Context: an optimization exercise on an open-source flow, tuned for small area. The choices shown serve that exercise and are no tape-out recipe. RTL that was checked went through simulation tests only; none was proved equivalent to the original. Function not checked in runs 1 to 3: the RTL went through the layout flow alone. No activity file was given, so power comes from the tool's default toggle rates.

==> flow/design.v <==
module crt(
	input clk,
	input reset,
	input cs,
	input we,
	input [3:0] addr,
	input [15:0] data_in,
	output [15:0] data_out,
	output irq,
	output vs,
	output hs,
	output ven,
	output [2:0] clksel,
	output [31:0] pixaddr
);
reg [15:0] hb, hv, hf, he, vb, vv, vf, ve;
reg [15:0] fl, fh, sl, sh, ic, ir, cr;
reg [15:0] col, row;
reg [31:0] pa;
reg field;
reg irq_r;
wire wr = cs & we;
wire [15:0] d0 = data_in & {16{~reset}};	 
wire [15:0] d1 = data_in | {16{reset}};		 
function [15:0] pick;
	input [15:0] rv;
	begin
		pick = (d1 & rv) | (d0 & ~rv);
	end
endfunction
wire [15:0] wsel;
genvar k;
generate for (k = 0; k < 16; k = k + 1) begin : dec
	assign wsel[k] = reset | (wr & (addr == k));
end endgenerate
always @(posedge clk) begin
	if (wsel[4'h0]) hb <= pick(16'd44);
	if (wsel[4'h1]) hv <= pick(16'd192);
	if (wsel[4'h2]) hf <= pick(16'd2112);
	if (wsel[4'h3]) he <= pick(16'd2199);
	if (wsel[4'h4]) vb <= pick(16'd5);
	if (wsel[4'h5]) vv <= pick(16'd41);
	if (wsel[4'h6]) vf <= pick(16'd581);
	if (wsel[4'h7]) ve <= pick(16'd584);
	if (wsel[4'h8]) fl <= pick(16'h0000);
	if (wsel[4'h9]) fh <= pick(16'h0001);
	if (wsel[4'hA]) sl <= pick(16'h0080);
	if (wsel[4'hB]) sh <= pick(16'h0000);
	if (wsel[4'hC]) ic <= pick(16'd0);
	if (wsel[4'hD]) ir <= pick(16'd0);
	if (wsel[4'hF]) cr <= pick(16'h0002);
end
reg [15:0] rd;
always @(*) begin
	case (addr)
	4'h0: rd = hb;
	4'h1: rd = hv;
	4'h2: rd = hf;
	4'h3: rd = he;
	4'h4: rd = vb;
	4'h5: rd = vv;
	4'h6: rd = vf;
	4'h7: rd = ve;
	4'h8: rd = fl;
	4'h9: rd = fh;
	4'hA: rd = sl;
	4'hB: rd = sh;
	4'hC: rd = ic;
	4'hD: rd = ir;
	4'hE: rd = 16'h0000;
	default: rd = cr;
	endcase
end
assign data_out = rd;
wire interlaced = cr[1];
function lt16;	 
	input [15:0] a, b;
	integer i;
	reg c;
	begin
		c = 1'b0;
		for (i = 0; i < 16; i = i + 1)
			c = (~a[i] & b[i]) | (~a[i] & c) | (b[i] & c);
		lt16 = c;
	end
endfunction
function [1:0] lteq16;
	input [15:0] a, b;
	reg [15:0] l, e;
	integer i, w;
	begin
		l = ~a & b;
		e = ~(a ^ b);
		for (w = 1; w < 16; w = w * 2)
			for (i = 0; i < 16; i = i + 2 * w) begin
				l[i] = l[i + w] | (e[i + w] & l[i]);
				e[i] = e[i + w] & e[i];
			end
		lteq16 = {l[0], e[0]};
	end
endfunction
wire col_lt_hb = lt16(col, hb);
wire col_lt_hv = lt16(col, hv);
wire row_lt_vb = lt16(row, vb);
wire row_lt_vv = lt16(row, vv);
wire col_0 = ~|col;
wire row_0 = ~|row;
wire col_lt_hf, col_hf;
assign {col_lt_hf, col_hf} = lteq16(col, hf);
wire col_he = (col == he);
wire col_he2 = (col == {1'b0, he[15:1]});
wire col_ic = (col == ic);
wire row_lt_vf, row_vf;
assign {row_lt_vf, row_vf} = lteq16(row, vf);
wire row_ve = (row == ve);
wire row_ir = (row == ir);
wire in_hvideo = ~col_lt_hv & col_lt_hf;
wire in_vvideo = ~row_lt_vv & row_lt_vf;
wire in_video = in_hvideo & in_vvideo;
wire in_hend = col_he | (interlaced & row_ve & col_he2);
wire in_vend = row_ve & (interlaced ? col_he2 : col_he);
wire restart = (row_0 & col_0) | (row_vf & col_hf);
wire ld = reset | restart;
wire sf = ld & field;
wire rowinc = in_hend & in_vvideo;
wire [31:0] xa = ld ? {fh, fl} : pa;
wire ysel = ld ? field : rowinc;
wire [31:0] ya = {32{ysel}} & {sh, sl};
wire [31:0] wa = {{16{sf}}, {16{sf}} & he};
wire [15:0] na = {16{sf}} & ~hv;
wire ci = sf | (~ld & ~rowinc & in_video);
wire [31:0] s1 = xa ^ ya ^ wa;
wire [32:0] c1 = {(xa & ya) | (xa & wa) | (ya & wa), ci};
wire [31:0] n2 = {16'd0, na};
wire [31:0] s2 = s1 ^ c1[31:0] ^ n2;
wire [32:0] c2 = {(s1 & c1[31:0]) | (s1 & n2) | (c1[31:0] & n2), 1'b0};
function [31:0] bk_add;
	input [31:0] a, b;
	reg [31:0] g, p, G, P;
	reg [31:0] gn, pn;
	integer i, d;
	begin
		g = a & b;
		p = a ^ b;
		G = g;
		P = p;
		for (d = 1; d < 32; d = d * 2)
			for (i = 2 * d - 1; i < 32; i = i + 2 * d) begin
				G[i] = G[i] | (P[i] & G[i - d]);
				P[i] = P[i] & P[i - d];
			end
		for (d = 8; d >= 1; d = d / 2)
			for (i = 3 * d - 1; i < 32; i = i + 2 * d) begin
				G[i] = G[i] | (P[i] & G[i - d]);
				P[i] = P[i] & P[i - d];
			end
		bk_add = p ^ {G[30:0], 1'b0};
	end
endfunction
wire [31:0] pa_next = bk_add(s2, c2[31:0]);
always @(posedge clk) begin
	pa <= pa_next;
	field <= reset ? 1'b0 : in_vend ? (interlaced & ~field) : field;
	row <= (reset | in_vend) ? 16'd0 : row + {15'd0, in_hend};
	col <= (reset | in_hend) ? 16'd0 : col + 16'd1;
	irq_r <= ~reset & ~(wr & (addr == 4'hE)) & (irq_r | (cr[15] & row_ir & col_ic));
end
assign hs = col_lt_hb ^ cr[14];
assign vs = row_lt_vb ^ cr[13];
assign ven = in_video & ~cr[0];
assign clksel = cr[7:5];
assign pixaddr = pa;
assign irq = irq_r;
endmodule
==> flow/flow/run.sh <==
#!/bin/bash
# Standard ORFS layout (the standard.sh, unchanged synthesis) with three changes:
#  - ports are buffered with the smallest buffer (buf_1) instead of the default choice
#  - clock tree built without dummy loads
#  - clock tree buffers and clustering set below
set -euo pipefail
CTS="-sink_clustering_enable -repair_clock_nets -dont_use_dummy_load -sink_clustering_size 20 -sink_clustering_max_diameter 50 -buf_list sky130_fd_sc_hd__clkbuf_8"
bash standard.sh \
  "BUFFER_PORTS_ARGS=-buffer_cell sky130_fd_sc_hd__buf_1" \
  "CTS_ARGS=$CTS" \
  finish > flow_standard.log 2>&1
==> flow/standard.sh <==
#!/bin/bash
# synth_recipe.tcl (not shown) runs the flow's synth.tcl, then flattens the netlist and writes it again
# the make line also repeats each setting of config.mk as NAME=value (left out here)
make -C /OpenROAD-flow-scripts/flow DESIGN_CONFIG=/design/flow/config.mk WORK_HOME=/design/flow/orfs CLKGATE_MAP_FILE= SYNTH_SCRIPT=/design/flow/synth_recipe.tcl "${@:-finish}"
==> flow/config.mk <==
export PLATFORM = sky130hd
export DESIGN_NAME = crt
export DESIGN_NICKNAME = crt
export VERILOG_FILES = /design/flow/design.v
export SDC_FILE = /design/flow/constraint.sdc
export NUM_CORES = 4
export LEC_CHECK = 0
export CAP_MARGIN = 20
export CORE_MARGIN = 2
export CORE_UTILIZATION = 70
export SLEW_MARGIN = 20
==> flow/constraint.sdc <==
create_clock -name core_clock -period 7.5 [get_ports {clk}]
set_input_delay 1.5000 -clock core_clock [delete_from_list [all_inputs] [get_ports {clk}]]
set_output_delay 1.5000 -clock core_clock [all_outputs]
set_load 0.01 [all_outputs]
==> metrics.cfg, run 1 <==
[grt]
grt_pass1_vias=12900
track_usage_pct=42.4
antenna_found_initial=2
grt_pass1_wl_mm=79.5
grt_max_degree=46
overflow=0

[pwr]
peakVddDrop_mv=0.194
power.share.switching_pct=28.4
power_density_nw_per_um2=195
p_switching_mw=1.01
p_leak_nw=6.79
combinationalPowerShare_pct=15.1
seqPwrFrac_pct=59.8
pwr-share-clk_pct=25.1
p_int_mw=2.55

[synthesis]
yosysUniqueCellTypes=63
yosys-top-cells-count=edfxtp_1, inv_1, a22oi_1, ha_1, xnor2_1
ys_warn_count=1
synth_top_area_share_pct=42.3
ys_top_cells_by_area=edfxtp_1, dfxtp_1, fa_1, ha_1, xnor2_1
synth_top_area_cell=edfxtp_1
seq_area_frac_synth_pct=50.1
synth_seq_cells=306
synth.cell_area_um2=17000
syn_inst=1442
yosys.area_share.simple_pct=11.1
synthAdderAreaFrac_pct=13.9
async_flop_share_pct=0
synth-edff-count=240
post-synth-top-count-cell=edfxtp_1
ys.flop_type=edfxtp_1
syn_nets=1608
synth_xor_area_share_pct=6.48
synth_mux_area_share_pct=2.01
syn_avg_cell_area_um2=11.8
synth_top_family_by_area=adder cells
synth-compound-area-share_pct=12.1

[floorplan]
dieHeight_um=160
placementRows=57
ios=79
start_util_pct=70.6
core-area_um2=24100
die_width_um=160
die-area_um2=25600

[route]
drc_errors=0
avgRoutedWirePerCell_um=29.4
drt_iter0_drc=2262
drt_first_pass_iters=9
vias=12900
viasPerCell=7.00
antenna_left=0
drt-total-wl_mm=54.1

[setup_path]
crit_path_end_kind=flip-flop
path_class=reg2reg
cp_max_fo=45
crit_end=pa[31]$_DFF_P_
start_kind=flip-flop
cp.depth=28
crit_buf_inv=4
rr_worst_depth=28
slowest_stage=nor4_1
worst_ep_arrival_time_ns=7.65
cp-startpoint=col[6]$_SDFF_PP0_
cp_top_family=compound AO/OA/AOI/OAI gates
rrSetupSlack_ns=0.36
reg2reg_to=pa[31]$_DFF_P_
r2r-start=col[6]$_SDFF_PP0_
cp.required_ns=8.01
cpPeakStageDelay_ns=0.52

[placement]
place_congestion=0.987
placed_cells=1806
port_buffers=78
hpwlAfterDp_mm=40.2
dpl_cell_area_um2=17800

[final_layout]
fin_cells=1839
nNetsFinal=1681
area_delta_synth_final_pct=7.28
final_area_um2=18300
drive_gt1_share_pct=10.4
utilization_pct=75.8
nFillCells=1639

[sta]
fin_worst_skew_ns=0.0590
max-slew-margin-rel_pct=25.0
holdWs_ns=0.550
max_clock_freq_mhz=140
setup_tns_ns=0
setup_viol=0
drv_slew=0
period_share_pct=95.2
period_needed_ns=7.14
worstMarginPinSlew_ns=1.12
finalHoldViolCount=0

[job]
cap_violations=0

[clocking]
cts.sinks=306
cts-resized-gates=0
cts_hold_buf=0
cts.root.buffer_cell=clkbuf_8
cts.htree.levels=1
postCtsSetupBuffers=0
numCtsBuffers=30
cts.clk_slew.worst_paths_ns=0.08
clock_path_buffers=3
worstSkewPairLatency_ns=0.63
cts_tree=yes

[min_path]
hp-class=reg2reg

[outcome]
status=finished clean

power by group through the flow:
stage          Combinational (mW)  Sequential (mW)  Clock (mW)
2_1_floorplan               0.331             2.10           0
3_3_place_gp                0.500             2.15           0
3_5_place_dp                0.515             2.15           0
4_1_cts                     0.519             2.12       0.891
5_1_grt                     0.575             2.13       0.945
6_report                    0.536             2.13       0.893
layout by cell type, fill, tap and decap left out, types with 52 or more instances in the layout:
master	Yosys	layout
fa_1	61	61
ha_1	81	81
buf_1	0	77
a22oi_1	82	82
a21oi_1	53	52
inv_1	100	100
xnor2_1	79	79
nor2_1	78	72
edfxtp_1	240	240
dfxtp_1	66	64
layout make-up:
cell class / count / area, um^2 / area share, %
Clock buffer: 30 / 413 / 2.26
Tap cell: 324 / 405 / 2.22
Inverter: 110 / 413 / 2.26
Timing Repair Buffer: 115 / 599 / 3.28
Multi-Input combinational cell: 952 / 7900 / 43.3
Antenna cell: 2 / 5.00 / 0.0274
Sequential cell: 306 / 8530 / 46.7
metal layers:
metal / vias to the layer above / GRT usage [%] / share of wire, %
li1: 5423 / - / -
met1: 6205 / 56.8 / 36
met2: 1053 / 66.6 / 45
met3: 201 / 8.99 / 13
met4: 0 / 21.1 / 6.2
met5: - / 0 / 0
how the worst min path moves through the flow:
stage | from | end | slack, ns | cells past startpoint
after floorplan | irq_r$_DFF_P_ | irq_r$_DFF_P_ | 0.51 | 2
after global placement | irq_r$_DFF_P_ | irq_r$_DFF_P_ | 0.52 | 2
after detailed placement | irq_r$_DFF_P_ | irq_r$_DFF_P_ | 0.52 | 2
after CTS | irq_r$_DFF_P_ | irq_r$_DFF_P_ | 0.54 | 2
after global routing | irq_r$_DFF_P_ | irq_r$_DFF_P_ | 0.56 | 2
final | irq_r$_DFF_P_ | irq_r$_DFF_P_ | 0.55 | 2
registers in the layout, summed over array words and instances (netlist names), 16 cells and up:
name,flops
fh,16
fl,16
col,16
hb,16
row,16
ve,16
hf,16
ir,16
vv,16
cr,16
ic,16
vb,16
hv,16
sh,16
he,16
pa,32
sl,16
vf,16
per-stage QoR:
stage / worst slack, ns / total power [mW]
2_1_floorplan: 0.458 / 2.43
4_1_cts: 0.213 / 3.53
5_1_grt: -0.0220 / 3.65
3_3_place_gp: 0.481 / 2.65
6_report: 0.361 / 3.56
3_5_place_dp: 0.255 / 2.67
worst reg2reg max path, delay by kind of cell (launching register included):
kind | cells | cell delay (ns)
xor gates and xnor gates | 4 | 0.61
muxes | 1 | 0.40
and+or+nand+nor | 3 | 0.84
adders and majority gates | 5 | 1.94
DFF | 1 | 0.51
buffers and inverters | 4 | 0.59
AOI/OAI and AO/OA | 11 | 2.15
logic make-up (layout without fill, tap and decap cells):
| family | Yosys count | count (layout) |
|---|---|---|
| adder cells (fa/ha/maj) | 155 | 155 |
| AO/OA/AOI/OAI | 282 | 282 |
| XOR/XNOR | 126 | 126 |
| buffers and inverters | 184 | 255 |
| flip-flops | 306 | 306 |
| other | 0 | 2 |
| multiplexers | 31 | 31 |
| AND/OR/NAND/NOR | 358 | 358 |
==> run 2: changes to the inputs <==
--- a/flow/config.mk
+++ b/flow/config.mk
@@ -6,6 +6,6 @@
 export NUM_CORES = 4
 export LEC_CHECK = 0
-export CAP_MARGIN = 20
+export CAP_MARGIN = 0
 export CORE_MARGIN = 2
-export CORE_UTILIZATION = 70
-export SLEW_MARGIN = 20
+export CORE_UTILIZATION = 60
+export SLEW_MARGIN = 0
==> run 2 against run 1 <==
Sequential cell count stayed put. Routed wire length is 1.7% higher. Fmax is 0.52% higher. Highest routed layer is now met5. Largest cell class unchanged. Sequential share of layout area is 0.44 points lower. Cell area is 0.92% higher. Non-clock buffer count is 9 higher. Power is 2.7% higher.
==> metrics.cfg, run 2 <==
[outcome]
status=finished clean

[setup_path]
rrSetupSlack_ns=0.40
rr_worst_depth=26
crit_path_end_kind=flip-flop
worst_ep_arrival_time_ns=7.56
slowest_stage=o41a_1
cpPeakStageDelay_ns=0.52
crit_buf_inv=0
reg2reg_to=pa[31]$_DFF_P_
cp.required_ns=7.95
cp_max_fo=7
start_kind=flip-flop
r2r-start=ve[14]$_DFFE_PP_
path_class=reg2reg
cp_top_family=compound AO/OA/AOI/OAI gates

[clocking]
worstSkewPairLatency_ns=0.57
cts.sinks=306
cts_tree=yes
cts.root.buffer_cell=clkbuf_8
numCtsBuffers=36
cts.clk_slew.worst_paths_ns=0.07
clock_path_buffers=3
cts_hold_buf=0
cts.htree.levels=2

[floorplan]
core-area_um2=27900
start_util_pct=61.1
placementRows=61
dieHeight_um=172
die_width_um=172
die-area_um2=29700
ios=79

[route]
wl_met3_mm=5.73
top_layer=met5
drc_errors=0
routed-wl-met2_mm=24.8
avgRoutedWirePerCell_um=28.8
viasPerCell=6.62
drt-total-wl_mm=55.0
met1_length_mm=21.2
drt_iter0_drc=1705
vias=12600
drt_first_pass_iters=8
antenna_left=0

[pwr]
power.share.switching_pct=28.2
p_leak_nw=6.86
p_switching_mw=1.03
combinationalPowerShare_pct=14.5
power_density_nw_per_um2=198
peakVddDrop_mv=0.172
pwr-share-clk_pct=27.3
p_int_mw=2.62
seqPwrFrac_pct=58.2

[final_layout]
largest_reg_flops=32
nNetsFinal=1696
area_delta_synth_final_pct=8.27
drive_gt1_share_pct=11.0
final_common_cell=edfxtp_1
layout_common_cells=edfxtp_1, inv_1, a22oi_1, ha_1, xnor2_1
fin_cells=1907
top_register=pa

[min_path]
whs_path_depth=2
holdPathEnd=irq_r$_DFF_P_
hold_start=irq_r$_DFF_P_
hp-class=reg2reg

[synthesis]
ys_warn_count=1
syn_inst=1442
synth_xor_area_share_pct=6.48
synth_top_area_share_pct=42.3
synth_top_area_cell=edfxtp_1
synth.cell_area_um2=17000
yosys-top-cells-count=edfxtp_1, inv_1, a22oi_1, ha_1, xnor2_1
synth_top_family_by_area=adder cells
synthAdderAreaFrac_pct=13.9
syn_avg_cell_area_um2=11.8
post-synth-top-count-cell=edfxtp_1
ys.flop_type=edfxtp_1
yosysUniqueCellTypes=63
synth_seq_cells=306
syn_nets=1608
synth-compound-area-share_pct=12.1
yosys.area_share.simple_pct=11.1
seq_area_frac_synth_pct=50.1
async_flop_share_pct=0
ys_top_cells_by_area=edfxtp_1, dfxtp_1, fa_1, ha_1, xnor2_1
synth_mux_area_share_pct=2.01
synth-edff-count=240

[sta]
setup_tns_ns=0
period_share_pct=94.7
setup_viol=0
max-slew-margin-rel_pct=10.1
fin_worst_skew_ns=0.0622
finalHoldViolCount=0
period_needed_ns=7.10
rsz0062_at_grt=no
worstMarginPinSlew_ns=1.35
max_clock_freq_mhz=141
drv_slew=0

[placement]
port_buffers=78
place_congestion=0.967
hpwlAfterDp_mm=41.1
placed_cells=1870

[grt]
antenna_found_initial=3
overflow=0
track_usage_pct=37.6
grt_max_degree=46
grt_pass1_vias=12200
grt_pass1_wl_mm=79.2

[job]
cap_violations=0

run 2: cell counts after synthesis:
No cell type changed its count.
run 2: how the worst max path moves through the flow:
stage	from	to	slack, ns	depth (start not counted)
4_1_cts	col[5]$_SDFF_PP0_	pa[31]$_DFF_P_	0.24	28
6_report	ve[14]$_DFFE_PP_	pa[31]$_DFF_P_	0.40	26
3_5_place_dp	col[5]$_SDFF_PP0_	pa[31]$_DFF_P_	0.31	26
5_1_grt	ve[14]$_DFFE_PP_	pa[31]$_DFF_P_	0.03	28
3_3_place_gp	col[5]$_SDFF_PP0_	pa[31]$_DFF_P_	0.50	26
2_1_floorplan	reset	pa[31]$_DFF_P_	0.46	26
run 2: tightest hold or removal path, delay by kind of cell (launching register included):
kind / cells / cell delay [ns]
DFF: 1 / 0.33
and+or+nand+nor: 2 / 0.16
run 2: area by class of cell:
| type | instances | area, um^2 |
|---|---|---|
| clock buffer | 36 | 495 |
| sequential | 306 | 8530 |
| multi-input combinational | 952 | 7890 |
| fill | 2254 | 9420 |
| timing repair buffer | 124 | 639 |
| tap | 378 | 473 |
| inverter | 110 | 413 |
| antenna | 1 | 2.50 |
run 2: logic make-up (layout without fill, tap and decap cells):
kind of cell,Yosys count,in the layout
compound gates,282,282
xor+xnor,126,126
fa+ha+maj,155,155
buf+inv,184,270
flops,306,306
mux,31,31
other cells,0,1
simple gates,358,358
run 2: what timing repair did:
action,4_1_cts,5_1_grt
resized for setup,0,4
setup buffers,0,0
endpoints found under the setup margin,0,1
run 2: metal layers:
layer | global-route usage (%) | vias up
met5 | 0 | -
met4 | 19.6 | 2
met3 | 7.58 | 175
met2 | 57.5 | 813
met1 | 51.0 | 6175
li1 | - | 5455
run 2: stage by stage:
step	setup slack (ns)	utilization (%)	total power, mW	hold slack, ns	area, um^2
2_1_floorplan	0.458	-	2.43	0.510	17000
3_3_place_gp	0.501	64.3	2.66	0.514	17900
3_5_place_dp	0.310	64.3	2.67	0.521	17900
4_1_cts	0.241	66.1	3.63	0.533	18400
5_1_grt	0.0338	66.2	3.76	0.563	18400
6_report	0.398	66.2	3.65	0.530	18400
run 2: power groups by stage:
stage | Clock, mW | Sequential [mW] | Combinational [mW]
final | 0.995 | 2.13 | 0.530
after global routing | 1.05 | 2.13 | 0.576
after CTS | 0.993 | 2.12 | 0.520
after global placement | 0 | 2.16 | 0.508
after floorplan | 0 | 2.10 | 0.331
after detailed placement | 0 | 2.16 | 0.516
==> run 3: changes to the inputs <==
--- a/flow/flow/run.sh
+++ b/flow/flow/run.sh
@@ -5,5 +5,5 @@
 #  - clock tree buffers and clustering set below
 set -euo pipefail
-CTS="-sink_clustering_enable -repair_clock_nets -dont_use_dummy_load -sink_clustering_size 20 -sink_clustering_max_diameter 50 -buf_list sky130_fd_sc_hd__clkbuf_8"
+CTS="-sink_clustering_enable -repair_clock_nets -dont_use_dummy_load -sink_clustering_size 30 -sink_clustering_max_diameter 60 -buf_list sky130_fd_sc_hd__clkbuf_16"
 bash standard.sh \
   "BUFFER_PORTS_ARGS=-buffer_cell sky130_fd_sc_hd__buf_1" \
--- a/flow/config.mk
+++ b/flow/config.mk
@@ -6,6 +6,6 @@
 export NUM_CORES = 4
 export LEC_CHECK = 0
-export CAP_MARGIN = 0
+export CAP_MARGIN = 20
 export CORE_MARGIN = 2
-export CORE_UTILIZATION = 60
-export SLEW_MARGIN = 0
+export CORE_UTILIZATION = 70
+export SLEW_MARGIN = 20
==> run 3 against run 2 <==
Highest routed layer is now met4. Register-to-register slack lost 0.03 ns. Sequential cell count is the same. Clock power grew 9.5%. Sequential share of layout area is essentially flat. First-iteration DRC count grew 21%. Clock-buffer cell count shrank 13. Power grew 2.7%. Still clean on timing, DRC and antenna. Worst setup slack lost 0.029 ns. Combinational power grew 0.8%. Fmax shrank 0.40%. Die area shrank 14%.
==> metrics.cfg, run 3 <==
[setup_path]
crit_path_end_kind=flip-flop
rrSetupSlack_ns=0.37
path_class=reg2reg
slowest_stage=dfxtp_1
cpPeakStageDelay_ns=0.52
reg2reg_to=pa[31]$_DFF_P_
worst_ep_arrival_time_ns=7.58
cp.required_ns=7.95
rr_worst_depth=28
r2r-start=col[6]$_SDFF_PP0_
cp_max_fo=45
start_kind=flip-flop

[placement]
hpwlAfterDp_mm=40.2
place_congestion=0.987
port_buffers=78
placed_cells=1806

[floorplan]
start_util_pct=70.6
ios=79
dieHeight_um=160
core-area_um2=24100
placementRows=57
die_width_um=160
die-area_um2=25600

[grt]
overflow=0
grt_pass1_wl_mm=79.8
grt_max_degree=46
grt_pass1_vias=12900
antenna_found_initial=3
track_usage_pct=42.5

[pwr]
power.share.switching_pct=27.1
p_switching_mw=1.02
pwr-share-clk_pct=29.1
peakVddDrop_mv=0.216
p_int_mw=2.74
combinationalPowerShare_pct=14.2
seqPwrFrac_pct=56.7
power_density_nw_per_um2=204
p_leak_nw=6.86

[synthesis]
synth-edff-count=240
syn_avg_cell_area_um2=11.8
synth_xor_area_share_pct=6.48
syn_inst=1442
synth_seq_cells=306
yosys-top-cells-count=edfxtp_1, inv_1, a22oi_1, ha_1, xnor2_1
ys_warn_count=1
post-synth-top-count-cell=edfxtp_1
synth_top_area_share_pct=42.3
seq_area_frac_synth_pct=50.1
synth-compound-area-share_pct=12.1
synth_top_area_cell=edfxtp_1
ys_top_cells_by_area=edfxtp_1, dfxtp_1, fa_1, ha_1, xnor2_1
yosys.area_share.simple_pct=11.1
synth_mux_area_share_pct=2.01
synth_top_family_by_area=adder cells
synth.cell_area_um2=17000
async_flop_share_pct=0
synthAdderAreaFrac_pct=13.9
syn_nets=1608
ys.flop_type=edfxtp_1
yosysUniqueCellTypes=63

[route]
drt_first_pass_iters=8
drt_iter0_drc=2064
viasPerCell=6.99
avgRoutedWirePerCell_um=29.5
antenna_left=0
drc_errors=0
drt-total-wl_mm=54.0
vias=12800

[final_layout]
nFillCells=1618
nNetsFinal=1674
utilization_pct=76.5
layout_common_cells=edfxtp_1, inv_1, a22oi_1, ha_1, xnor2_1
multi_input_area_um2=7900
area_delta_synth_final_pct=8.27
fin_cells=1834
final_common_cell=edfxtp_1
top_register=pa
register_area_um2=8530
drive_gt1_share_pct=10.0
largest_reg_flops=32

[clocking]
cts.sinks=306
cts.clk_slew.worst_paths_ns=0.10
cts_tree=yes
cts.root.buffer_cell=clkbuf_16
cts_hold_buf=0
worstSkewPairLatency_ns=0.54
cts.htree.levels=1
numCtsBuffers=23
clock_path_buffers=3

[sta]
fin_worst_skew_ns=0.0580
period_share_pct=95.1
max_clock_freq_mhz=140
drv_slew=0
finalHoldViolCount=0
setup_viol=0
worstMarginPinSlew_ns=1.12
max-slew-margin-rel_pct=25.1
period_needed_ns=7.13

[min_path]
holdPathEnd=irq_r$_DFF_P_
hp-class=reg2reg
hold_start=irq_r$_DFF_P_
whs_path_depth=2

[job]
cap_violations=0

[outcome]
status=finished clean

run 3: changes by cell type in the layout (fill, tap and decap cells not counted), moves of 2 or more:
cell	before	now
diode_2	1	4
nor2b_2	0	4
dfxtp_1	66	64
buf_8	0	2
buf_4	46	34
dfxtp_2	0	2
clkbuf_8	36	0
clkbuf_16	0	23
nor2b_1	53	49
run 3: power groups by stage:
stage          Clock, mW  Sequential (mW)  Combinational [mW]
2_1_floorplan          0             2.10               0.331
3_3_place_gp           0             2.15               0.500
3_5_place_dp           0             2.15               0.515
4_1_cts             1.09             2.12               0.519
5_1_grt             1.15             2.13               0.574
6_report            1.09             2.13               0.534
run 3: what timing repair did:
item	in CTS	in global routing
setup buffers	0	0
resized for setup	0	5
endpoints found under the setup margin	0	1
hold endpoints to repair	0	0
run 3: final cells by class:
type	count	share of cell area, %
diodes	4	0.0543
clock buffers	23	3.12
inverters	110	2.24
multi-input cells	952	42.9
flip-flops and latches	306	46.3
well taps	324	2.20
repair buffers	115	3.25
run 3: per-stage QoR:
stage	area, um^2	TNS [ns]	hold slack, ns	power, mW	setup WS, ns
finish	18400	0	0.543	3.75	0.369
global placement	17800	0	0.517	2.65	0.481
CTS	18400	0	0.539	3.73	0.234
global route	18400	-0.0295	0.560	3.85	-0.0295
floorplan	17000	0	0.510	2.43	0.458
detailed placement	17800	0	0.521	2.67	0.255
run 3: how the worst max path moves through the flow:
stage | end | startpoint | slack, ns
4_1_cts | pa[31]$_DFF_P_ | col[6]$_SDFF_PP0_ | 0.23
5_1_grt | pa[31]$_DFF_P_ | row[9]$_SDFF_PP0_ | -0.03
6_report | pa[31]$_DFF_P_ | col[6]$_SDFF_PP0_ | 0.37
2_1_floorplan | pa[31]$_DFF_P_ | reset | 0.46
3_5_place_dp | pa[31]$_DFF_P_ | reset | 0.26
3_3_place_gp | pa[31]$_DFF_P_ | reset | 0.48
run 3: cells by family after synthesis:
kind of cell | Yosys count
AO/OA/AOI/OAI | 282
flip-flops | 306
XOR/XNOR | 126
multiplexers | 31
adder cells (fa/ha/maj) | 155
buffers and inverters | 184
AND/OR/NAND/NOR | 358
run 3: critical path, delay by kind of cell, from the launching register on:
kind	cells	cell delay [ns]
and+or+nand+nor	3	0.83
AOI/OAI and AO/OA	11	2.12
muxes	1	0.39
adders and majority gates	5	1.97
buffers and inverters	4	0.61
DFF	1	0.52
xor gates and xnor gates	4	0.61
run 3: metal layers:
layer / global-route usage (%) / share of wire, % / wire (um)
met1: 57.1 / 35 / 19100
met2: 67.1 / 46 / 24800
met3: 8.21 / 13 / 6890
met4: 21.0 / 6.0 / 3230
met5: 0 / 0 / 0
==> run 4: changes to the inputs <==
--- a/flow/design.v
+++ b/flow/design.v
@@ -130,7 +130,10 @@
 wire [15:0] na = {16{sf}} & ~hv;
 wire ci = sf | (~ld & ~rowinc & in_video);
-wire [31:0] s1 = xa ^ ya ^ wa;
-wire [32:0] c1 = {(xa & ya) | (xa & wa) | (ya & wa), ci};
-wire [31:0] n2 = {16'd0, na};
+wire [31:0] a1 = xa;
+wire [31:0] b1 = {ya[31:16], wa[15:0]};
+wire [31:0] e1 = {wa[31:16], 16'd0} | {16'd0, na};
+wire [31:0] s1 = a1 ^ b1 ^ e1;
+wire [32:0] c1 = {(a1 & b1) | (a1 & e1) | (b1 & e1), ci};
+wire [31:0] n2 = {16'd0, ya[15:0]};
 wire [31:0] s2 = s1 ^ c1[31:0] ^ n2;
 wire [32:0] c2 = {(s1 & c1[31:0]) | (s1 & n2) | (c1[31:0] & n2), 1'b0};
--- a/flow/flow/run.sh
+++ b/flow/flow/run.sh
@@ -5,5 +5,5 @@
 #  - clock tree buffers and clustering set below
 set -euo pipefail
-CTS="-sink_clustering_enable -repair_clock_nets -dont_use_dummy_load -sink_clustering_size 30 -sink_clustering_max_diameter 60 -buf_list sky130_fd_sc_hd__clkbuf_16"
+CTS="-sink_clustering_enable -repair_clock_nets -dont_use_dummy_load -sink_clustering_size 20 -sink_clustering_max_diameter 50 -buf_list \"sky130_fd_sc_hd__clkbuf_4 sky130_fd_sc_hd__clkbuf_8\""
 bash standard.sh \
   "BUFFER_PORTS_ARGS=-buffer_cell sky130_fd_sc_hd__buf_1" \
==> run 4 against run 3 <==
Synthesized cell count up 1.1%. The flow now stops in clock tree synthesis (4_1_cts). Area after synthesis increased by 0.51%.
==> metrics.cfg, run 4 <==
[synthesis]
ys.flop_type=edfxtp_1
ys_warn_count=1
syn_nets=1624
synth_seq_cells=306
seq_area_frac_synth_pct=49.8
synth_top_area_cell=edfxtp_1
synth-edff-count=240
syn_inst=1458
syn_avg_cell_area_um2=11.7
post-synth-top-count-cell=edfxtp_1
yosys-top-cells-count=edfxtp_1, inv_1, a22oi_1, ha_1, xnor2_1
synth_top_area_share_pct=42.1
synth.cell_area_um2=17100
ys_top_cells_by_area=edfxtp_1, dfxtp_1, fa_1, ha_1, xnor2_1
yosysUniqueCellTypes=64
async_flop_share_pct=0

[outcome]
status=aborted with a tool error
firstError=[ERROR STA-0564] clock_tree_synthesis positional arguments not supported.
lastStage=clock tree synthesis (4_1_cts)

[floorplan]
die_width_um=160
start_util_pct=70.8
ios=79
placementRows=57
dieHeight_um=160

[placement]
hpwlAfterDp_mm=40.0
place_congestion=1.01
port_buffers=78

## run 4: worst max path at each step
stage / depth (start not counted) / end / slack, ns
3_5_place_dp: 28 / pa[31]$_DFF_P_ / 0.45
2_1_floorplan: 25 / pa[31]$_DFF_P_ / 0.77
3_3_place_gp: 28 / pa[31]$_DFF_P_ / 0.60
## run 4: cells by family after synthesis
| kind of cell | synth area share (%) |
|---|---|
| xor+xnor | 6.40 |
| simple gates | 11.1 |
| mux | 2.04 |
| flops | 49.8 |
| buf+inv | 4.65 |
| compound gates | 12.1 |
| fa+ha+maj | 13.9 |
## run 4: metrics by stage
step / cell area, um^2 / setup WS [ns] / cells / total power [mW]
floorplan: 17100 / 0.767 / 1458 / 2.43
global placement: 17700 / 0.598 / 1806 / 2.66
detailed placement: 17700 / 0.446 / 1806 / 2.68
## run 4: power groups by stage
| stage | Clock, mW | Sequential (mW) | Combinational, mW |
|---|---|---|---|
| detailed placement | 0 | 2.16 | 0.513 |
| global placement | 0 | 2.16 | 0.500 |
| floorplan | 0 | 2.10 | 0.332 |
==> run 5: changes to the inputs <==
--- a/flow/flow/run.sh
+++ b/flow/flow/run.sh
@@ -5,5 +5,5 @@
 #  - clock tree buffers and clustering set below
 set -euo pipefail
-CTS="-sink_clustering_enable -repair_clock_nets -dont_use_dummy_load -sink_clustering_size 20 -sink_clustering_max_diameter 50 -buf_list \"sky130_fd_sc_hd__clkbuf_4 sky130_fd_sc_hd__clkbuf_8\""
+CTS="-sink_clustering_enable -repair_clock_nets -dont_use_dummy_load -sink_clustering_size 20 -sink_clustering_max_diameter 50 -buf_list {sky130_fd_sc_hd__clkbuf_4 sky130_fd_sc_hd__clkbuf_8}"
 bash standard.sh \
   "BUFFER_PORTS_ARGS=-buffer_cell sky130_fd_sc_hd__buf_1" \
==> run 5 against run 4 <==
The run now finishes clean. Area after synthesis unchanged. Synthesized cell count unchanged.
==> metrics.cfg, run 5 <==
[grt]
grt_max_degree=46
overflow=0
antenna_found_initial=0
grt_pass1_wl_mm=80.1
grt_pass1_vias=12700
track_usage_pct=42.5

[clocking]
cts.root.buffer_cell=clkbuf_8
cts_hold_buf=0
cts.clk_slew.worst_paths_ns=0.11
numCtsBuffers=31
postCtsSetupBuffers=0
cts_tree=yes
cts.htree.levels=1
cts-resized-gates=0
cts.sinks=306
worstSkewPairLatency_ns=0.67
clock_path_buffers=3

[synthesis]
synth_xor_area_share_pct=6.40
yosysUniqueCellTypes=64
ys_warn_count=1
ys_top_cells_by_area=edfxtp_1, dfxtp_1, fa_1, ha_1, xnor2_1
syn_nets=1624
ys.flop_type=edfxtp_1
yosys.area_share.simple_pct=11.1
synth.cell_area_um2=17100
synth_mux_area_share_pct=2.04
synth_seq_cells=306
yosys-top-cells-count=edfxtp_1, inv_1, a22oi_1, ha_1, xnor2_1
post-synth-top-count-cell=edfxtp_1
syn_inst=1458
synth_top_family_by_area=adder cells
synth-compound-area-share_pct=12.1
synth_top_area_share_pct=42.1
seq_area_frac_synth_pct=49.8
syn_avg_cell_area_um2=11.7
synthAdderAreaFrac_pct=13.9
async_flop_share_pct=0
synth-edff-count=240
synth_top_area_cell=edfxtp_1

[final_layout]
fin_cells=1839
top_register=pa
drive_gt1_share_pct=9.90
final_common_cell=edfxtp_1
layout_common_cells=edfxtp_1, inv_1, a22oi_1, xnor2_1, ha_1
area_delta_synth_final_pct=6.44
final_area_um2=18200
nNetsFinal=1683
utilization_pct=75.4
largest_reg_flops=32
diodes=0

[pwr]
peakVddDrop_mv=0.212
p_int_mw=2.56
p_leak_nw=6.80
power_density_nw_per_um2=197
pwr-share-clk_pct=25.4
power.share.switching_pct=28.5
combinationalPowerShare_pct=14.9
p_switching_mw=1.02
seqPwrFrac_pct=59.7
power_mw=3.58

[setup_path]
crit_path_end_kind=flip-flop
rr_worst_depth=26
crit_top_cell=a21o_1
worst_ep_arrival_time_ns=7.70
cp.required_ns=8.10
rrSetupSlack_ns=0.40
start_kind=flip-flop
cp_max_fo=11
path_class=reg2reg
reg2reg_to=pa[31]$_DFF_P_
slowest_stage=dfxtp_1
r2r-start=col[3]$_SDFF_PP0_
cpPeakStageDelay_ns=0.61

[job]
cap_violations=0

[placement]
port_buffers=78
hpwlAfterDp_mm=40.0
placed_cells=1806
place_congestion=1.01
dpl_cell_area_um2=17700

[floorplan]
dieHeight_um=160
start_util_pct=70.8
core-area_um2=24200
die_width_um=160
die-area_um2=25700
placementRows=57
ios=79

[sta]
finalHoldViolCount=0
drv_slew=0
setup_viol=0
setup_tns_ns=0
rsz0062_at_grt=no
max_clock_freq_mhz=141
worstMarginPinSlew_ns=1.17
period_share_pct=94.7
max-slew-margin-rel_pct=21.9
fin_worst_skew_ns=0.0952
period_needed_ns=7.10

[route]
drt_iter0_drc=2281
avgRoutedWirePerCell_um=29.8
viasPerCell=7.06
drt-total-wl_mm=54.9
vias=13000
drt_first_pass_iters=10
antenna_left=0
drc_errors=0

[min_path]
whs_path_depth=2
hold_start=irq_r$_DFF_P_
holdPathEnd=irq_r$_DFF_P_
hp-class=reg2reg

[outcome]
status=finished clean

[run 5: cell counts after synthesis]
No cell type changed its count.
[run 5: cell families (layout without fill, tap and decap cells)]
logic type / Yosys count / count (layout)
adders and majority gates: 155 / 155
xor gates and xnor gates: 125 / 125
muxes: 31 / 31
DFF: 306 / 306
buffers and inverters: 204 / 260
AOI/OAI and AO/OA: 280 / 281
and+or+nand+nor: 357 / 357
[run 5: final cells by class]
cell class / count / area, um^2
sequential: 306 / 8530
multi-input combinational: 949 / 7900
fill: 1664 / 5960
inverter: 129 / 484
timing repair buffer: 100 / 475
clock buffer: 31 / 427
tap: 324 / 405
[run 5: critical path: cells and delay by family, from the launching register on]
| kind | cells | cell delay, ns |
|---|---|---|
| AOI/OAI and AO/OA | 11 | 2.37 |
| adders and majority gates | 5 | 1.96 |
| and+or+nand+nor | 5 | 1.35 |
| xor gates and xnor gates | 4 | 0.62 |
| DFF | 1 | 0.61 |
| buffers and inverters | 1 | 0.19 |
[run 5: how the worst max path moves through the flow]
stage / from / endpoint / slack (ns) / cells past startpoint
floorplan: reset / pa[31]$_DFF_P_ / 0.77 / 25
global placement: col[0]$_SDFF_PP0_ / pa[31]$_DFF_P_ / 0.60 / 28
detailed placement: col[0]$_SDFF_PP0_ / pa[31]$_DFF_P_ / 0.45 / 28
CTS: col[0]$_SDFF_PP0_ / pa[31]$_DFF_P_ / 0.47 / 28
global route: col[7]$_SDFF_PP0_ / pa[31]$_DFF_P_ / 0.03 / 26
finish: col[3]$_SDFF_PP0_ / pa[31]$_DFF_P_ / 0.40 / 26
[run 5: routing by layer]
metal	GRT usage (%)	part of all wire [%]	vias up
li1	-	-	5425
met1	58.5	36	6181
met2	64.8	44	1096
met3	7.57	12	284
met4	23.9	8.2	0
met5	0	0	-
[run 5: stage by stage]
stage	hold slack, ns	worst slack [ns]
floorplan	0.510	0.767
global placement	0.480	0.598
detailed placement	0.483	0.446
CTS	0.498	0.467
global route	0.564	0.0277
finish	0.502	0.397
[run 5: power by group through the flow]
stage | Combinational [mW] | Clock, mW | Sequential (mW)
final | 0.533 | 0.909 | 2.14
after global placement | 0.500 | 0 | 2.16
after global routing | 0.574 | 0.963 | 2.14
after CTS | 0.517 | 0.907 | 2.13
after floorplan | 0.332 | 0 | 2.10
after detailed placement | 0.513 | 0 | 2.16
==> run 6: changes to the inputs <==
--- a/flow/flow/run.sh
+++ b/flow/flow/run.sh
@@ -5,5 +5,5 @@
 #  - clock tree buffers and clustering set below
 set -euo pipefail
-CTS="-sink_clustering_enable -repair_clock_nets -dont_use_dummy_load -sink_clustering_size 20 -sink_clustering_max_diameter 50 -buf_list {sky130_fd_sc_hd__clkbuf_4 sky130_fd_sc_hd__clkbuf_8}"
+CTS="-sink_clustering_enable -repair_clock_nets -dont_use_dummy_load -sink_clustering_size 20 -sink_clustering_max_diameter 50 -buf_list sky130_fd_sc_hd__clkbuf_8"
 bash standard.sh \
   "BUFFER_PORTS_ARGS=-buffer_cell sky130_fd_sc_hd__buf_1" \
--- a/flow/config.mk
+++ b/flow/config.mk
@@ -8,4 +8,4 @@
 export CAP_MARGIN = 20
 export CORE_MARGIN = 2
-export CORE_UTILIZATION = 70
+export CORE_UTILIZATION = 75
 export SLEW_MARGIN = 20
==> run 6 against run 5 <==
Power rose by 1.5%. Utilization increased by 5.7 points. Routed wire length up 0.65%. Synthesized cell count did not move. Sequential share of layout area is 0.067 points lower. Area after synthesis stayed put. Largest power group unchanged.
==> metrics.cfg, run 6 <==
[setup_path]
path_cells=clkinv_1, ha_1, nand4_1, nor4_1, a311o_2, buf_4, mux2_2, fa_1, inv_1, fa_1, inv_1, ha_1, o21ai_0, a22oi_1, nand4_1, o21ai_1, o31a_1, a21oi_1, a211o_1, fa_1, xor2_1, xnor2_1, xnor2_1, xnor2_1
cp.required_ns=8.00
cp_top_family=adder cells
worst_ep_arrival_time_ns=7.59
path_class=reg2reg
start_kind=flip-flop
crit_path_end_kind=flip-flop
crit_buf_inv=4
cp_max_fo=30
cpPeakStageDelay_ns=0.58
slowest_stage=nor4_1

[clocking]
postCtsSetupBuffers=0
cts_hold_buf=0
worstSkewPairLatency_ns=0.57
cts_tree=yes
clock_path_buffers=3
cts.sinks=306
cts-resized-gates=0
numCtsBuffers=34
cts.htree.levels=2
cts.root.buffer_cell=clkbuf_8
cts.clk_slew.worst_paths_ns=0.11

[grt]
grt_pass1_wl_mm=80.8
antenna_found_initial=1
grt_max_degree=46
track_usage_pct=46.5
grt_pass1_vias=13100
overflow=0

[sta]
period_needed_ns=7.09
fin_worst_skew_ns=0.0524
period_share_pct=94.5
setup_viol=0
rsz0062_at_grt=no
max_clock_freq_mhz=141
worstMarginPinSlew_ns=1.27
finalHoldViolCount=0
drv_slew=0
max-slew-margin-rel_pct=15.4
setup_tns_ns=0

[placement]
hpwlAfterDp_mm=40.2
place_congestion=1.02
dpl_cell_area_um2=17700
port_buffers=78

[final_layout]
top_register=pa
drive_gt1_share_pct=10.2
final_area_um2=18200
largest_reg_flops=32
layout_common_cells=edfxtp_1, inv_1, a22oi_1, xnor2_1, ha_1
nNetsFinal=1692
final_common_cell=edfxtp_1
nFillCells=1377
area_delta_synth_final_pct=6.59

[route]
drt_first_pass_iters=9
antenna_left=0
vias=13200
avgRoutedWirePerCell_um=30.5
drc_errors=0
viasPerCell=7.30
drt_iter0_drc=2460
drt-total-wl_mm=55.2

[synthesis]
yosys-top-cells-count=edfxtp_1, inv_1, a22oi_1, ha_1, xnor2_1
synth_seq_cells=306
async_flop_share_pct=0
synth-edff-count=240
synth_top_area_share_pct=42.1
seq_area_frac_synth_pct=49.8
syn_nets=1624
post-synth-top-count-cell=edfxtp_1
syn_avg_cell_area_um2=11.7
ys_warn_count=1
ys_top_cells_by_area=edfxtp_1, dfxtp_1, fa_1, ha_1, xnor2_1
yosysUniqueCellTypes=64
ys.flop_type=edfxtp_1
syn_inst=1458
synth_top_area_cell=edfxtp_1
synth.cell_area_um2=17100

[floorplan]
dieHeight_um=155
core-area_um2=22500
placementRows=55
die-area_um2=24000
die_width_um=155
start_util_pct=76.1
ios=79

[pwr]
seqPwrFrac_pct=58.9
p_switching_mw=1.04
power_density_nw_per_um2=199
p_leak_nw=6.85
power.share.switching_pct=28.5
power_mw=3.63
pwr-share-clk_pct=26.5
peakVddDrop_mv=0.191
combinationalPowerShare_pct=14.6
p_int_mw=2.60

[min_path]
hp-class=reg2reg

[job]
cap_violations=0

[outcome]
status=finished clean

## run 6: cell counts after synthesis
No cell type changed its count.
## run 6: final timing paths
kind | start | end | slack [ns] | cells after the start
worst max register to register | col[5]$_SDFF_PP0_ | pa[31]$_DFF_P_ | 0.41 | 24
worst min register to register | irq_r$_DFF_P_ | irq_r$_DFF_P_ | 0.53 | 2
worst max-delay path | col[5]$_SDFF_PP0_ | pa[31]$_DFF_P_ | 0.41 | 24
worst min-delay path | irq_r$_DFF_P_ | irq_r$_DFF_P_ | 0.53 | 2
## run 6: layout make-up
type                       count  area, um^2  area share, %
sequential                   306        8530           46.7
multi-input combinational    948        7890           43.2
timing repair buffer         107         519           2.85
inverter                     129         484           2.65
clock buffer                  34         468           2.56
tap                          285         357           1.95
antenna                        1        2.50         0.0137
## run 6: through the flow
step / setup slack, ns / hold slack, ns / utilization (%) / cells
final: 0.411 / 0.531 / 81.1 / 1810
after global routing: 0.00557 / 0.539 / 81.1 / 1809
after CTS: 0.535 / 0.507 / 80.9 / 1807
after detailed placement: 0.560 / 0.492 / 78.8 / 1773
after global placement: 0.886 / 0.479 / 78.8 / 1773
after floorplan: 0.767 / 0.510 / - / 1458
## run 6: metal layers
metal	part of all wire (%)	track usage, %	vias up
li1	-	-	5464
met1	34	60.2	6303
met2	44	72.1	1165
met3	14	10.0	288
met4	8.0	29.5	0
met5	0	0	-
## run 6: cell families (layout without fill, tap and decap cells)
logic type / Yosys count / count (layout) / share of synthesized area, %
other: 0 / 1 / 0
xor gates and xnor gates: 125 / 125 / 6.40
AOI/OAI and AO/OA: 280 / 280 / 12.1
buffers and inverters: 204 / 270 / 4.65
and+or+nand+nor: 357 / 357 / 11.1
muxes: 31 / 31 / 2.04
DFF: 306 / 306 / 49.8
adders and majority gates: 155 / 155 / 13.9
## run 6: power by group through the flow
stage | sequential, mW | clock (mW) | combinational (mW)
floorplan | 2.10 | 0 | 0.332
global placement | 2.16 | 0 | 0.491
detailed placement | 2.16 | 0 | 0.510
CTS | 2.13 | 0.956 | 0.516
global route | 2.14 | 1.00 | 0.568
finish | 2.14 | 0.963 | 0.532
## run 6: worst min-delay path, cell delays in order (launching register included)
cell,delay (ns)
dfxtp_1,0.32
nor2_1,0.12
nor3_1,0.06
==> run 7: changes to the inputs <==
--- a/flow/config.mk
+++ b/flow/config.mk
@@ -8,4 +8,4 @@
 export CAP_MARGIN = 20
 export CORE_MARGIN = 2
-export CORE_UTILIZATION = 75
+export CORE_UTILIZATION = 70
 export SLEW_MARGIN = 20
==> run 7 against run 6 <==
Still clean. Power fell by 1.5%. Die area rose by 7.0%. Sequential power barely moved. Global-route usage fell by 4.0 points. First-iteration DRC count fell by 7.3%. Final cell count rose by 1.6%. Non-clock buffer count fell by 7. Critical path depth rose by 2. Clock-buffer cell count fell by 3. Synthesized cell count did not move. Via count fell by 1.8%. Largest cell class unchanged.
==> metrics.cfg, run 7 <==
[outcome]
status=finished clean

[sta]
fin_worst_skew_ns=0.0952
drv_slew=0
worstMarginPinSlew_ns=1.17
setup_viol=0
period_needed_ns=7.10
finalHoldViolCount=0
rsz0062_at_grt=no
max_clock_freq_mhz=141
period_share_pct=94.7
setup_tns_ns=0
max-slew-margin-rel_pct=21.9
holdWs_ns=0.502

[synthesis]
synth.cell_area_um2=17100
synth_seq_cells=306
syn_inst=1458
ys_warn_count=1
syn_avg_cell_area_um2=11.7
synth_top_area_cell=edfxtp_1
synth_top_area_share_pct=42.1
yosys-top-cells-count=edfxtp_1, inv_1, a22oi_1, ha_1, xnor2_1
seq_area_frac_synth_pct=49.8
yosysUniqueCellTypes=64
post-synth-top-count-cell=edfxtp_1
synth-edff-count=240
async_flop_share_pct=0
syn_nets=1624
ys.flop_type=edfxtp_1
ys_top_cells_by_area=edfxtp_1, dfxtp_1, fa_1, ha_1, xnor2_1

[min_path]
hp-class=reg2reg

[grt]
grt_pass1_vias=12700
overflow=0
grt_pass1_wl_mm=80.1
antenna_found_initial=0
grt_max_degree=46
track_usage_pct=42.5

[setup_path]
start_kind=flip-flop
crit_path_end_kind=flip-flop
cpPeakStageDelay_ns=0.61
cp_max_fo=11
worst_ep_arrival_time_ns=7.70
crit_top_cell=a21o_1
path_class=reg2reg
slowest_stage=dfxtp_1
cp.required_ns=8.10

[pwr]
peakVddDrop_mv=0.212
p_int_mw=2.56
p_switching_mw=1.02
power_density_nw_per_um2=197
pwr-share-clk_pct=25.4
power.share.switching_pct=28.5
combinationalPowerShare_pct=14.9
p_leak_nw=6.80
seqPwrFrac_pct=59.7

[clocking]
clock_path_buffers=3
cts.clk_slew.worst_paths_ns=0.11
worstSkewPairLatency_ns=0.67
postCtsSetupBuffers=0
cts.sinks=306
cts-resized-gates=0
numCtsBuffers=31
cts_tree=yes
cts_hold_buf=0
cts.htree.levels=1
cts.root.buffer_cell=clkbuf_8

[placement]
dpl_cell_area_um2=17700
place_congestion=1.01
port_buffers=78
hpwlAfterDp_mm=40.0

[final_layout]
drive_gt1_share_pct=9.90
register_area_um2=8530
multi_input_area_um2=7900
final_area_um2=18200
nFillCells=1664
area_delta_synth_final_pct=6.44
final_common_cell=edfxtp_1
diodes=0
top_register=pa
layout_common_cells=edfxtp_1, inv_1, a22oi_1, xnor2_1, ha_1
largest_reg_flops=32
nNetsFinal=1683

[route]
drc_errors=0
vias=13000
avgRoutedWirePerCell_um=29.8
antenna_left=0
viasPerCell=7.06
drt_first_pass_iters=10
drt_iter0_drc=2281
drt-total-wl_mm=54.9

[floorplan]
placementRows=57
ios=79
core-area_um2=24200
dieHeight_um=160
die_width_um=160
start_util_pct=70.8
die-area_um2=25700

[job]
cap_violations=0

## run 7: cell counts after synthesis
Identical to the previous run, type by type.
## run 7: cell families (layout without fill, tap and decap cells)
group / count (synthesis) / count (layout) / synth area share (%)
simple gates: 357 / 357 / 11.1
flops: 306 / 306 / 49.8
mux: 31 / 31 / 2.04
xor+xnor: 125 / 125 / 6.40
buf+inv: 204 / 260 / 4.65
compound gates: 280 / 281 / 12.1
fa+ha+maj: 155 / 155 / 13.9
## run 7: layout make-up
type	count	area share, %
Clock buffer	31	2.34
Inverter	129	2.66
Multi-Input combinational cell	949	43.4
Sequential cell	306	46.8
Tap cell	324	2.23
Timing Repair Buffer	100	2.61
## run 7: path summary, 6_finish.rpt
path	from	to	slack, ns	depth (start not counted)
worst max-delay path	col[3]$_SDFF_PP0_	pa[31]$_DFF_P_	0.40	26
worst min-delay path	irq_r$_DFF_P_	irq_r$_DFF_P_	0.50	2
worst max register to register	col[3]$_SDFF_PP0_	pa[31]$_DFF_P_	0.40	26
worst min register to register	irq_r$_DFF_P_	irq_r$_DFF_P_	0.50	2
## run 7: worst max-delay path: cells and delay by family, from the launching register on
kind	cells	cell delay, ns
AO/OA/AOI/OAI	11	2.37
XOR/XNOR	4	0.62
adder cells (fa/ha/maj)	5	1.96
buffers and inverters	1	0.19
flip-flops	1	0.61
AND/OR/NAND/NOR	5	1.35
## run 7: through the flow
| stage | utilization [%] | total power [mW] | worst slack, ns | cells |
|---|---|---|---|---|
| final | 75.4 | 3.58 | 0.397 | 1839 |
| after global routing | 75.4 | 3.68 | 0.0277 | 1839 |
| after CTS | 75.2 | 3.55 | 0.467 | 1837 |
| after detailed placement | 73.4 | 2.68 | 0.446 | 1806 |
| after global placement | 73.4 | 2.66 | 0.598 | 1806 |
| after floorplan | - | 2.43 | 0.767 | 1458 |
## run 7: power groups by stage
stage	registers, mW	logic, mW	clock network [mW]
2_1_floorplan	2.10	0.332	0
4_1_cts	2.13	0.517	0.907
5_1_grt	2.14	0.574	0.963
3_5_place_dp	2.16	0.513	0
3_3_place_gp	2.16	0.500	0
6_report	2.14	0.533	0.909
## run 7: metal layers
layer	GRT usage, %	up-vias	share of wire [%]
li1	-	5425	-
met1	58.5	6181	36
met2	64.8	1096	44
met3	7.57	284	12
met4	23.9	0	8.2
met5	0	-	0
==> run 8: changes to the inputs <==
--- a/flow/config.mk
+++ b/flow/config.mk
@@ -9,3 +9,4 @@
 export CORE_MARGIN = 2
 export CORE_UTILIZATION = 70
+export PLACE_DENSITY = 0.9
 export SLEW_MARGIN = 20
==> run 8 against run 7 <==
Area after synthesis stayed put. Register-to-register slack better by 0.06 ns. Still clean on timing, DRC and antenna. Synthesized cell count stayed put. Via count is 0.32% higher. Clock-buffer cell count is 2 lower. Non-clock buffer count is 2 higher. Critical path type unchanged. Die area stayed put.
==> metrics.cfg, run 8 <==
[outcome]
status=finished clean

[pwr]
power_density_nw_per_um2=195
p_int_mw=2.53
p_switching_mw=1.02
peakVddDrop_mv=0.198
power.share.switching_pct=28.7
combinationalPowerShare_pct=15.1
seqPwrFrac_pct=60.0
pwr-share-clk_pct=24.9
p_leak_nw=6.79

[final_layout]
final_area_um2=18200
diodes=0
layout_common_cells=edfxtp_1, inv_1, a22oi_1, xnor2_1, ha_1
fin_cells=1838
top_register=pa
nNetsFinal=1682
drive_gt1_share_pct=9.78
largest_reg_flops=32
nFillCells=1616
area_delta_synth_final_pct=6.27
register_area_um2=8530
final_common_cell=edfxtp_1
multi_input_area_um2=7890

[sta]
setup_viol=0
fin_worst_skew_ns=0.119
setup_ws_ns=0.459
max-slew-margin-rel_pct=16.9
rsz0062_at_grt=no
period_share_pct=93.9
setup_tns_ns=0
holdWs_ns=0.500
drv_slew=0
worstMarginPinSlew_ns=1.24
period_needed_ns=7.04
finalHoldViolCount=0
max_clock_freq_mhz=142

[setup_path]
r2r-start=col[0]$_SDFF_PP0_
cp.required_ns=8.11
crit_path_end_kind=flip-flop
cp_max_fo=40
path_class=reg2reg
cp-startpoint=col[0]$_SDFF_PP0_
start_kind=flip-flop
worst_ep_arrival_time_ns=7.65

[synthesis]
synth-edff-count=240
synth_top_area_cell=edfxtp_1
yosysUniqueCellTypes=64
ys.flop_type=edfxtp_1
syn_avg_cell_area_um2=11.7
synth.cell_area_um2=17100
post-synth-top-count-cell=edfxtp_1
ys_warn_count=1
async_flop_share_pct=0
yosys-top-cells-count=edfxtp_1, inv_1, a22oi_1, ha_1, xnor2_1
ys_top_cells_by_area=edfxtp_1, dfxtp_1, fa_1, ha_1, xnor2_1
synth_top_area_share_pct=42.1
syn_nets=1624
syn_inst=1458
synth_seq_cells=306
seq_area_frac_synth_pct=49.8

[route]
avgRoutedWirePerCell_um=30.1
vias=13000
viasPerCell=7.09
drt_first_pass_iters=7
antenna_left=0
drc_errors=0
drt_iter0_drc=2225
drt-total-wl_mm=55.4

[clocking]
cts.sinks=306
postCtsSetupBuffers=0
cts.htree.levels=1
numCtsBuffers=29
clock_path_buffers=3
cts-resized-gates=0
cts.root.buffer_cell=clkbuf_8
worstSkewPairLatency_ns=0.67
cts_hold_buf=0
cts_tree=yes
cts.clk_slew.worst_paths_ns=0.11

[grt]
grt_pass1_wl_mm=81.5
grt_max_degree=46
grt_pass1_vias=12900
track_usage_pct=43.4
overflow=0
antenna_found_initial=2

[floorplan]
dieHeight_um=160
die-area_um2=25700
die_width_um=160
core-area_um2=24200
placementRows=57
ios=79
start_util_pct=70.8

[min_path]
hold_start=irq_r$_DFF_P_
hp-class=reg2reg

[job]
cap_violations=0

[placement]
pre_cts_ws_ns=0.668
place_congestion=1.04
hpwlAfterDp_mm=41.2
placed_cells=1808
port_buffers=78
dpl_cell_area_um2=17800

[run 8: critical path, cell delays in order (launching register included)]
cell,delay (ns)
dfxtp_1,0.31
buf_4,0.17
inv_1,0.10
ha_1,0.29
nor4b_1,0.60
nand4_1,0.26
nor2_1,0.18
a311o_2,0.32
buf_4,0.49
mux2_2,0.41
fa_1,0.49
inv_1,0.05
fa_1,0.47
inv_1,0.04
ha_1,0.30
a21o_1,0.14
a21oi_1,0.10
o2111ai_1,0.25
nand4_1,0.18
o21ai_1,0.21
o31a_1,0.20
a21oi_1,0.12
a211o_1,0.31
fa_1,0.44
xor2_1,0.18
xnor2_1,0.16
xnor2_1,0.15
xnor2_1,0.13
[run 8: per-layer routing]
layer	vias to the layer above	track usage (%)	wire, um
li1	5419	-	-
met1	6252	57.8	19500
met2	1103	68.2	25200
met3	250	9.58	7010
met4	4	22.0	3660
met5	-	0	29
[run 8: worst paths after layout]
path | to | slack [ns] | cells after the start
min | irq_r$_DFF_P_ | 0.50 | 2
max | pa[31]$_DFF_P_ | 0.46 | 27
max reg2reg | pa[31]$_DFF_P_ | 0.46 | 27
min reg2reg | irq_r$_DFF_P_ | 0.50 | 2
[run 8: cells by family after synthesis]
family / share of synthesized area (%)
AND/OR/NAND/NOR: 11.1
flip-flops: 49.8
AO/OA/AOI/OAI: 12.1
buffers and inverters: 4.65
adder cells (fa/ha/maj): 13.9
XOR/XNOR: 6.40
multiplexers: 2.04
[run 8: area by class of cell]
class	instances	area share, %
repair buffers	102	2.63
flip-flops and latches	306	46.9
clock buffers	29	2.19
inverters	129	2.66
multi-input cells	948	43.4
well taps	324	2.23
[run 8: power groups by stage]
stage	clock, mW	sequential (mW)	combinational (mW)
after CTS	0.879	2.13	0.522
final	0.884	2.13	0.536
after floorplan	0	2.10	0.332
after detailed placement	0	2.16	0.518
after global routing	0.929	2.14	0.576
after global placement	0	2.16	0.500
[run 8: stage by stage]
stage | power (mW) | util [%]
floorplan | 2.43 | -
global placement | 2.66 | 73.4
detailed placement | 2.68 | 73.5
CTS | 3.53 | 75.1
global route | 3.64 | 75.2
finish | 3.55 | 75.2
==> run 9: changes to the inputs <==
--- a/flow/config.mk
+++ b/flow/config.mk
@@ -8,5 +8,5 @@
 export CAP_MARGIN = 20
 export CORE_MARGIN = 2
-export CORE_UTILIZATION = 70
-export PLACE_DENSITY = 0.9
+export CORE_UTILIZATION = 60
+export PLACE_DENSITY = 0.85
 export SLEW_MARGIN = 20
==> run 9 against run 8 <==
Cell area grew 0.65%. Combinational power is essentially flat. Sequential share of layout area shrank 0.30 points. Highest routed layer is now met4. Critical path type unchanged.
==> metrics.cfg, run 9 <==
[route]
viasPerCell=6.89
avgRoutedWirePerCell_um=29.6
drt-total-wl_mm=56.1
vias=13100
drt_first_pass_iters=9
drc_errors=0
antenna_left=0
drt_iter0_drc=1897

[placement]
port_buffers=78
place_congestion=1.03
hpwlAfterDp_mm=41.1

[pwr]
combinationalPowerShare_pct=15.1
p_leak_nw=6.82
p_switching_mw=1.03
power.share.switching_pct=28.8
p_int_mw=2.55
peakVddDrop_mv=0.172
pwr-share-clk_pct=25.1
power_density_nw_per_um2=195
seqPwrFrac_pct=59.8
power_mw=3.58

[min_path]
hold_start=irq_r$_DFF_P_
holdPathEnd=irq_r$_DFF_P_
whs_path_depth=2
hp-class=reg2reg

[setup_path]
rr_worst_depth=25
crit_path_end_kind=flip-flop
cp-startpoint=col[3]$_SDFF_PP0_
cp_top_family=compound AO/OA/AOI/OAI gates
worst_ep_arrival_time_ns=7.58
cp.required_ns=8.01
path_class=reg2reg
reg2reg_to=pa[31]$_DFF_P_
r2r-start=col[3]$_SDFF_PP0_
cp_max_fo=41
slowest_stage=dfxtp_1
crit_buf_inv=2
rrSetupSlack_ns=0.42
start_kind=flip-flop
cpPeakStageDelay_ns=0.60

[final_layout]
largest_reg_flops=32
register_area_um2=8530
top_register=pa
layout_common_cells=edfxtp_1, inv_1, a22oi_1, xnor2_1, ha_1
drive_gt1_share_pct=10.1
area_delta_synth_final_pct=6.97
final_common_cell=edfxtp_1
nNetsFinal=1687
diodes=0
nFillCells=2126
multi_input_area_um2=7890

[sta]
drv_slew=0
fin_worst_skew_ns=0.0576
rsz0062_at_grt=no
period_share_pct=94.4
finalHoldViolCount=0
period_needed_ns=7.08
setup_viol=0
max-slew-margin-rel_pct=17.4
setup_tns_ns=0
worstMarginPinSlew_ns=1.24
max_clock_freq_mhz=141

[synthesis]
post-synth-top-count-cell=edfxtp_1
syn_avg_cell_area_um2=11.7
syn_nets=1624
synth_top_area_share_pct=42.1
synth_seq_cells=306
ys_top_cells_by_area=edfxtp_1, dfxtp_1, fa_1, ha_1, xnor2_1
synth.cell_area_um2=17100
yosys-top-cells-count=edfxtp_1, inv_1, a22oi_1, ha_1, xnor2_1
ys.flop_type=edfxtp_1
yosysUniqueCellTypes=64
ys_warn_count=1
synth-edff-count=240
syn_inst=1458
async_flop_share_pct=0
synth_top_area_cell=edfxtp_1
seq_area_frac_synth_pct=49.8

[floorplan]
core-area_um2=27900
dieHeight_um=173
placementRows=61
die_width_um=173
start_util_pct=61.3
die-area_um2=29900
ios=79

[clocking]
worstSkewPairLatency_ns=0.62
cts.sinks=306
numCtsBuffers=30
cts-resized-gates=0
cts.htree.levels=1
postCtsSetupBuffers=0
cts_tree=yes
cts.clk_slew.worst_paths_ns=0.10
cts_hold_buf=0
clock_path_buffers=3
cts.root.buffer_cell=clkbuf_8

[grt]
antenna_found_initial=0
grt_max_degree=46
overflow=0
grt_pass1_vias=13000
grt_pass1_wl_mm=83.4
track_usage_pct=37.3

[outcome]
status=finished clean

[job]
cap_violations=0

run 9: cell type report:
| type | instances | area share, % |
|---|---|---|
| Sequential cell | 306 | 46.6 |
| Multi-Input combinational cell | 948 | 43.1 |
| Timing Repair Buffer | 106 | 2.82 |
| Inverter | 129 | 2.64 |
| Tap cell | 378 | 2.58 |
| Clock buffer | 30 | 2.26 |
run 9: worst max-delay path by stage:
| stage | cells past startpoint | end | slack (ns) |
|---|---|---|---|
| 5_1_grt | 25 | pa[31]$_DFF_P_ | 0.08 |
| 2_1_floorplan | 25 | pa[31]$_DFF_P_ | 0.77 |
| 3_5_place_dp | 25 | pa[31]$_DFF_P_ | 0.57 |
| 6_report | 25 | pa[31]$_DFF_P_ | 0.42 |
| 4_1_cts | 25 | pa[31]$_DFF_P_ | 0.52 |
| 3_3_place_gp | 23 | pa[31]$_DFF_P_ | 0.74 |
run 9: power groups by stage:
stage / Clock, mW / Combinational (mW) / Sequential [mW]
after global placement: 0 / 0.504 / 2.16
after floorplan: 0 / 0.332 / 2.10
after global routing: 0.946 / 0.579 / 2.14
final: 0.898 / 0.539 / 2.14
after detailed placement: 0 / 0.519 / 2.17
after CTS: 0.891 / 0.523 / 2.13
run 9: cell families after synthesis:
family          synth area share (%)
flops                           49.8
compound gates                  12.1
mux                             2.04
simple gates                    11.1
xor+xnor                        6.40
fa+ha+maj                       13.9
buf+inv                         4.65
run 9: per-layer routing:
| layer | track usage (%) | share of wire, % | up-vias |
|---|---|---|---|
| met2 | 56.6 | 44 | 1031 |
| li1 | - | - | 5441 |
| met1 | 49.7 | 37 | 6348 |
| met5 | 0 | 0 | - |
| met3 | 9.28 | 12 | 258 |
| met4 | 20.1 | 7.0 | 0 |
run 9: stage by stage:
stage	cells	hold WS, ns	area [um^2]	worst slack, ns	util, %
2_1_floorplan	1458	0.510	17100	0.767	-
3_3_place_gp	1865	0.559	17900	0.742	63.9
3_5_place_dp	1866	0.553	17900	0.570	64.0
4_1_cts	1896	0.572	18300	0.525	65.4
5_1_grt	1897	0.606	18300	0.0822	65.5
6_report	1897	0.578	18300	0.423	65.5
run 9: worst min-delay path: cells and delay by family (launching register included):
kind,cells,cell delay (ns)
and+or+nand+nor,2,0.17
DFF,1,0.38

==> port drivers added, routing unchanged <==
No port has a modelled driver above. Below, the same layouts with a new extraction and two added sets of constraints.
Step 1 sets driving cells, clkbuf_16 on the clock port and buf_2 on the other inputs (assumed; they add their load-dependent delay and slew).
Step 2 adds t to the input delays and takes it off the output delays; t is the mean of the earliest and latest rising clock arrival at the registers after step 1. Input paths then give back, and output paths get back, about the clock's delay inside the block.
a / b / c = ideal / step 1 / step 2; a / b = the first two.
| run | t, ns | slack for setup (ns) | worst data-port slew with drivers (ns) | cell pins on the clock port's net |
|---|---|---|---|---|
| run 1 | 0.645 | 0.361 / 0.361 / 0.361 | 0.06 | 1 |
| run 2 | 0.592 | 0.398 / 0.398 / 0.398 | 0.05 | 1 |
| run 3 | 0.570 | 0.369 / 0.369 / 0.369 | 0.06 | 1 |
| run 5 | 0.668 | 0.397 / 0.397 / 0.397 | 0.04 | 1 |
| run 6 | 0.591 | 0.411 / 0.411 / 0.411 | 0.04 | 1 |
| run 7 | 0.668 | 0.397 / 0.397 / 0.397 | 0.04 | 1 |
| run 8 | 0.659 | 0.459 / 0.459 / 0.459 | 0.04 | 1 |
| run 9 | 0.636 | 0.423 / 0.423 / 0.423 | 0.04 | 1 |
After both steps setup and hold are still met in every run listed.
